Source: an optimization exercise on an open RTL-to-GDS flow (aim: small area, a short achievable clock period and few clock cycles per item). Production flows keep margins and buffers that such runs may drop. Where RTL was checked, it was by simulation tests only, not by an equivalence proof against the original. Power is estimated from default activity; no workload was simulated.

Setup of main:
==> flow/design.v <==
module HP_FP_Pipelined_Adder (  
	input clk,
	input rst,
	input [15:0] in1,
	input [15:0] in2,
	input enable,
	output reg done,
	output [15:0] sum
);
	reg busy;
	reg [19:0] R;
	wire [15:0] x1 = R[15:0];
	wire [15:0] x2 = in2;
	wire [4:0] e1 = x1[14:10];
	wire [4:0] e2 = x2[14:10];
	wire [10:0] ma1 = {|x1[14:0], x1[9:0]};
	wire [10:0] ma2 = {|x2[14:0], x2[9:0]};
	wire [5:0] d12 = {1'b0, e1} - {1'b0, e2};
	wire [4:0] d21 = e2 - e1;
	wire gt = d12[5];                  
	wire [4:0] d = gt ? d21 : d12[4:0];
	wire swap = x2[14:0] > x1[14:0];   
	wire [10:0] mb = swap ? ma2 : ma1;
	wire [10:0] msr = swap ? ma1 : ma2;
	wire [4:0] eb = gt ? e2 : e1;
	wire [12:0] ms = {msr, 2'b00} >> d;
	wire sub = x1[15] ^ x2[15];
	wire [14:0] fc = {1'b0, mb, 2'b00, 1'b1} + {{1'b0, ms} ^ {14{sub}}, sub};
	wire [13:0] f = fc[14:1];
	wire sb = swap ? x2[15] : x1[15];
	wire [4:0] er = R[18:14];
	wire [13:0] fr = R[13:0];
	wire nz = |fr;
	reg [13:0] lim;
	integer k;
	always @(*) for (k = 0; k < 14; k = k + 1) lim[k] = (er == 5'd12 - k);
	wire [13:0] mm = fr | lim;
	reg [3:0] t;
	integer i;
	always @(*) begin
		t = 4'd0;
		for (i = 0; i < 14; i = i + 1)
			if (mm[i]) t = 4'd13 - i[3:0];
	end
	wire [13:0] ns = fr << t;
	wire [4:0] en = nz ? (er + 5'd1 - {1'b0, t}) : 5'd0;
	assign sum = {R[19] & nz, en, ns[12:3]};
	always @(posedge clk) begin
		if (busy) R <= {sb, eb, f};
		else if (enable) R[15:0] <= in1;
	end
	always @(posedge clk) begin
		if (rst) begin
			busy <= 1'b0;
			done <= 1'b0;
		end else if (busy) begin
			busy <= 1'b0;
			done <= 1'b1;
		end else if (enable) begin
			busy <= 1'b1;
			done <= 1'b0;
		end
	end
endmodule
export LEC_CHECK = 0
export ABC_AREA = 1
export CAP_MARGIN = 20
export CORE_MARGIN = 2
export CORE_UTILIZATION = 40
export SLEW_MARGIN = 20
create_clock -name core_clock -period 6.0 [get_ports {clk}]
standard.sh (not shown) runs the stock make flow with config.mk's settings and CLKGATE_MAP_FILE= SYNTH_SCRIPT=/design/flow/synth_recipe.tcl, a recipe that flattens the netlist after the stock synthesis.
==> flow/flow/run.sh <==
#!/bin/bash
# Standard layout, but the port buffers use a small fast buffer instead of the
# default delay-buffer cell.
set -euo pipefail
export BUFFER_PORTS_ARGS="-buffer_cell sky130_fd_sc_hd__buf_2"
bash standard.sh > standard.log 2>&1
Input changes introduced in the feature branch (baseline for comparison: main):
diff --git a/flow/design.v b/flow/design.v
--- a/flow/design.v
+++ b/flow/design.v
@@ -8,6 +8,23 @@
 	output [15:0] sum
 );
+	function automatic [14:0] skadd14(input [13:0] a, input [13:0] b, input ci);
+		reg [13:0] g, p, G, P;
+		integer i, l, j;
+		begin
+			g = a & b; p = a ^ b;
+			G = g; P = p;
+			G[0] = g[0] | (p[0] & ci);
+			for (l = 0; l < 4; l = l + 1)
+				for (i = 0; i < 14; i = i + 1)
+					if ((i >> l) & 1) begin
+						j = ((i >> l) << l) - 1;
+						G[i] = G[i] | (P[i] & G[j]);
+						P[i] = P[i] & P[j];
+					end
+			skadd14 = {G[13], p ^ {G[12:0], ci}};
+		end
+	endfunction
 	reg busy;
-	reg [19:0] R;
+	reg [18:0] R;
 	wire [15:0] x1 = R[15:0];
 	wire [15:0] x2 = in2;
@@ -19,6 +36,7 @@
 	wire [4:0] d21 = e2 - e1;
 	wire gt = d12[5];                  
+	wire eq = (e1 == e2);
 	wire [4:0] d = gt ? d21 : d12[4:0];
-	wire swap = x2[14:0] > x1[14:0];   
+	wire swap = gt | (eq & (x2[9:0] > x1[9:0]));
 	wire [10:0] mb = swap ? ma2 : ma1;
 	wire [10:0] msr = swap ? ma1 : ma2;
@@ -26,10 +44,10 @@
 	wire [12:0] ms = {msr, 2'b00} >> d;
 	wire sub = x1[15] ^ x2[15];
-	wire [14:0] fc = {1'b0, mb, 2'b00, 1'b1} + {{1'b0, ms} ^ {14{sub}}, sub};
-	wire [13:0] f = fc[14:1];
+	wire [14:0] fc = skadd14({1'b0, mb, 2'b00}, {1'b0, ms} ^ {14{sub}}, sub);
+	wire [13:0] f = fc[13:0];
 	wire sb = swap ? x2[15] : x1[15];
-	wire [4:0] er = R[18:14];
-	wire [13:0] fr = R[13:0];
-	wire nz = |fr;
+	wire [4:0] er = R[17:13];
+	wire [13:0] fr = {R[12:0], 1'b0};
+	wire nz = |R[12:0];
 	reg [13:0] lim;
 	integer k;
@@ -45,7 +63,7 @@
 	wire [13:0] ns = fr << t;
 	wire [4:0] en = nz ? (er + 5'd1 - {1'b0, t}) : 5'd0;
-	assign sum = {R[19] & nz, en, ns[12:3]};
+	assign sum = {R[18] & nz, en, ns[12:3]};
 	always @(posedge clk) begin
-		if (busy) R <= {sb, eb, f};
+		if (busy) R <= {sb, eb, f[13:1]};
 		else if (enable) R[15:0] <= in1;
 	end
- Changes observed in the feature branch relative to main: reported combinational group power decreased by 21% relative to the old numbers, total routed wirelength decreased by about 13% relative to the old numbers.
- Layout overhead on the synthesized area, main and the feature branch, higher one = the feature branch.
- The arrival time at the worst endpoint of the feature branch exceeds that of main by 0.05 ns.
- Diff main -> the feature branch: share of cell area taken by muxes after synthesis was more or less identical, final area shows a reduction of 8.2%, synthesized cell count dropped 67, total stage count of the critical path shows an increase of 4.
Testbench counts of the feature branch, summed over its fixed seeds: cycles 6,400, items 3,200.
The RTL of main was laid out without a check of its function.


HP_FP_Pipelined_Adder, a different RTL version from the one above (not shown whole).
For scale: ~710 cells after synthesis, ~21 flip-flops.
==> module HP_FP_Pipelined_Adder, before the edit <==
module HP_FP_Pipelined_Adder (  
	input clk,
	input rst,
	input [15:0] in1,
	input [15:0] in2,
	input enable,
	output reg done,
	output [15:0] sum
);
	function automatic [13:0] skaddx14(input [13:0] a, input [13:0] b, input x);
		reg [13:0] g, p, G, P;
		integer i, l, j;
		begin
			g = a & b; p = a ^ b;
			G = g; P = p;
			for (l = 0; l < 4; l = l + 1)
				for (i = 0; i < 14; i = i + 1)
					if ((i >> l) & 1) begin
						j = ((i >> l) << l) - 1;
						G[i] = G[i] | (P[i] & G[j]);
						P[i] = P[i] & P[j];
					end
			skaddx14 = (p ^ {14{x}}) ^ {G[12:0], 1'b0};
		end
	endfunction
	reg busy;
	reg [18:0] R;
	wire [15:0] x1 = R[15:0];
	wire [15:0] x2 = in2;
	wire [4:0] e1 = x1[14:10];
	wire [4:0] e2 = x2[14:10];
	wire [10:0] ma1 = {|x1[14:0], x1[9:0]};
	wire [10:0] ma2 = {|x2[14:0], x2[9:0]};
	wire [5:0] d12 = {1'b0, e1} - {1'b0, e2};
	wire [4:0] d21 = e2 - e1;
	wire gt = d12[5];                  
	wire eq = (e1 == e2);
	wire [4:0] d = gt ? d21 : d12[4:0];
	wire swap = gt | (eq & (x2[9:0] > x1[9:0]));
	wire [10:0] mb = swap ? ma2 : ma1;
	wire [10:0] msr = swap ? ma1 : ma2;
	wire [4:0] eb = gt ? e2 : e1;
	wire [12:0] ms = {msr & {11{busy}}, 2'b00} >> d;
	wire sub = x1[15] ^ x2[15];
	wire [13:0] fa = busy ? {1'b0, mb, 2'b00} ^ {14{sub}} : {in1[12:0], 1'b0};
	wire [13:0] f = skaddx14(fa, {1'b0, ms}, sub & busy);
	wire sb = swap ? x2[15] : x1[15];
	wire [4:0] er = R[17:13];
	wire [13:0] fr = {R[12:0], 1'b0};
	wire nz = |R[12:0];
	reg [13:0] lim;
	integer k;
	always @(*) for (k = 0; k < 14; k = k + 1) lim[k] = (er == 5'd12 - k);
	wire [13:0] mm = fr | lim;
	wire [15:0] m16 = {mm, 2'b11};
	wire [7:0] v1;
	wire [7:0] z1;
	wire [3:0] v2;
	wire [7:0] z2;
	wire [1:0] v3;
	wire [5:0] z3;
	genvar q;
	generate
		for (q = 0; q < 8; q = q + 1) begin : lz1
			assign v1[q] = m16[2*q+1] | m16[2*q];
			assign z1[q] = ~m16[2*q+1];
		end
		for (q = 0; q < 4; q = q + 1) begin : lz2
			assign v2[q] = v1[2*q+1] | v1[2*q];
			assign z2[2*q+1:2*q] = v1[2*q+1] ? {1'b0, z1[2*q+1]} : {1'b1, z1[2*q]};
		end
		for (q = 0; q < 2; q = q + 1) begin : lz3
			assign v3[q] = v2[2*q+1] | v2[2*q];
			assign z3[3*q+2:3*q] = v2[2*q+1] ? {1'b0, z2[4*q+3:4*q+2]} : {1'b1, z2[4*q+1:4*q]};
		end
	endgenerate
	wire [3:0] t = v3[1] ? {1'b0, z3[5:3]} : {1'b1, z3[2:0]};
	wire [13:0] ns = fr << t;
	wire [4:0] en = nz ? (er + 5'd1 - {1'b0, t}) : 5'd0;
	assign sum = {R[18] & nz, en, ns[12:3]};
	always @(posedge clk)
		if (busy | enable) R <= {sb, busy ? eb : {2'b00, in1[15:13]}, f[13:1]};
	always @(posedge clk) begin
		if (rst) begin
			busy <= 1'b0;
			done <= 1'b0;
		end else if (busy) begin
			busy <= 1'b0;
			done <= 1'b1;
		end else if (enable) begin
			busy <= 1'b1;
			done <= 1'b0;
		end
	end
endmodule
==> flow/config.mk <==
export PLATFORM = sky130hd
export DESIGN_NAME = HP_FP_Pipelined_Adder
export DESIGN_NICKNAME = HP_FP_Pipelined_Adder
export VERILOG_FILES = /design/flow/design.v
export SDC_FILE = /design/flow/constraint.sdc
export NUM_CORES = 4
export LEC_CHECK = 0
export ABC_AREA = 1
export CAP_MARGIN = 20
export CORE_MARGIN = 2
export CORE_UTILIZATION = 40
export SETUP_SLACK_MARGIN = 1.5
export SLEW_MARGIN = 20
==> flow/constraint.sdc <==
create_clock -name core_clock -period 6.0 [get_ports {clk}]
set_input_delay 1.2000 -clock core_clock [delete_from_list [all_inputs] [get_ports {clk}]]
set_output_delay 1.2000 -clock core_clock [all_outputs]
set_load 0.01 [all_outputs]
==> flow/flow/run.sh <==
#!/bin/bash
# Standard layout with two changes:
# - synthesis is the standard synthesis script, run without ORFS's
#   full/half-adder extraction (ADDER_MAP_FILE empty), so that ABC maps the
#   arithmetic together with the rest of the logic; registers are mapped and
#   named exactly as in the standard synthesis;
# - the port buffers use a small fast buffer instead of the default
#   delay-buffer cell.
set -euo pipefail
W=$PWD
export BUFFER_PORTS_ARGS="-buffer_cell sky130_fd_sc_hd__buf_1"
make -C "$FLOW_HOME" DESIGN_CONFIG=$W/config.mk WORK_HOME=$W/orfs CLKGATE_MAP_FILE= SYNTH_SCRIPT=$W/synth_recipe.tcl ADDER_MAP_FILE= synth > synth.log 2>&1
bash standard.sh > standard.log 2>&1
Edit:
--- a/flow/design.v
+++ b/flow/design.v
@@ -37,16 +37,15 @@
 	wire eq = (e1 == e2);
 	wire [4:0] d = gt ? d21 : d12[4:0];
 	wire swap = gt | (eq & (x2[9:0] > x1[9:0]));
 	wire [10:0] mb = swap ? ma2 : ma1;
 	wire [10:0] msr = swap ? ma1 : ma2;
 	wire [4:0] eb = gt ? e2 : e1;
-	wire [12:0] ms = {msr & {11{busy}}, 2'b00} >> d;
+	wire [12:0] ms = {msr, 2'b00} >> d;
 	wire sub = x1[15] ^ x2[15];
-	wire [13:0] fa = busy ? {1'b0, mb, 2'b00} ^ {14{sub}} : {in1[12:0], 1'b0};
-	wire [13:0] f = skaddx14(fa, {1'b0, ms}, sub & busy);
+	wire [13:0] f = skaddx14({1'b0, mb, 2'b00} ^ {14{sub}}, {1'b0, ms}, sub);
 	wire sb = swap ? x2[15] : x1[15];
 	wire [4:0] er = R[17:13];
 	wire [13:0] fr = {R[12:0], 1'b0};
 	wire nz = |R[12:0];
 	reg [13:0] lim;
 	integer k;
@@ -73,16 +72,20 @@
 			assign v3[q] = v2[2*q+1] | v2[2*q];
 			assign z3[3*q+2:3*q] = v2[2*q+1] ? {1'b0, z2[4*q+3:4*q+2]} : {1'b1, z2[4*q+1:4*q]};
 		end
 	endgenerate
 	wire [3:0] t = v3[1] ? {1'b0, z3[5:3]} : {1'b1, z3[2:0]};
 	wire [13:0] ns = fr << t;
-	wire [4:0] en = nz ? (er + 5'd1 - {1'b0, t}) : 5'd0;
+	wire [4:0] er2 = er + 5'd2;
+	wire [13:0] es = skaddx14({9'd0, er2}, {9'd0, ~{1'b0, t}}, 1'b0);
+	wire [4:0] en = nz ? es[4:0] : 5'd0;
 	assign sum = {R[18] & nz, en, ns[12:3]};
-	always @(posedge clk)
-		if (busy | enable) R <= {sb, busy ? eb : {2'b00, in1[15:13]}, f[13:1]};
+	always @(posedge clk) begin
+		if (busy) R <= {sb, eb, f[13:1]};
+		else if (enable) R[15:0] <= in1;
+	end
 	always @(posedge clk) begin
 		if (rst) begin
 			busy <= 1'b0;
 			done <= 1'b0;
 		end else if (busy) begin
 			busy <= 1'b0;
Sequential power goes down by 31%; routed wire length goes down by 11%; clock power goes down by about 9%; total power goes down by 28%; core utilization goes down by 1.8 points; worst setup slack improved by 0.16 ns; clock-buffer cell count stays the same; sequential share of layout area goes up by 0.56 points; via count goes down by 2.9%.
Function was not checked in any run of this note: the RTL went through the layout flow alone.

separate check: timing with driven ports:
The flow's constraints put no driver on any port. The routed layouts listed below were extracted and timed again, unchanged, in two steps. Step 1: set_driving_cell puts a clkbuf_16 on clk and a buf_2 on each other input, an assumption about the parent block. Step 2 adds t to the input delays and takes it off the output delays; t is the mean of the earliest and latest rising clock arrival at the registers after step 1. Input paths then give back, and output paths get back, about the clock's delay inside the block. Three values: ideal ports, drivers, drivers and shift; two values: the first two.
run	shift t [ns]	slack for setup (ns)	hold slack, ns	worst setup path after step 2	cell pins on the clock port's net
main	0.283	0.545 / 0.550 / 0.266	0.516 / 0.516 / 0.516	input to register	1
the feature branch	0.281	0.490 / 0.494 / 0.213	0.454 / 0.454 / 0.454	input to register	1
the first run of note 2	0.304	1.573 / 1.543 / 1.521	0.531 / 0.531 / 0.531	input to register	1
the second run of note 2	0.287	1.734 / 1.710 / 1.530	0.503 / 0.503 / 0.503	input to register	1
After both steps setup and hold are still met in every run listed. For main, which loses most, drivers alone change the setup slack by +0.005 ns; drivers and shift together by -0.279 ns.
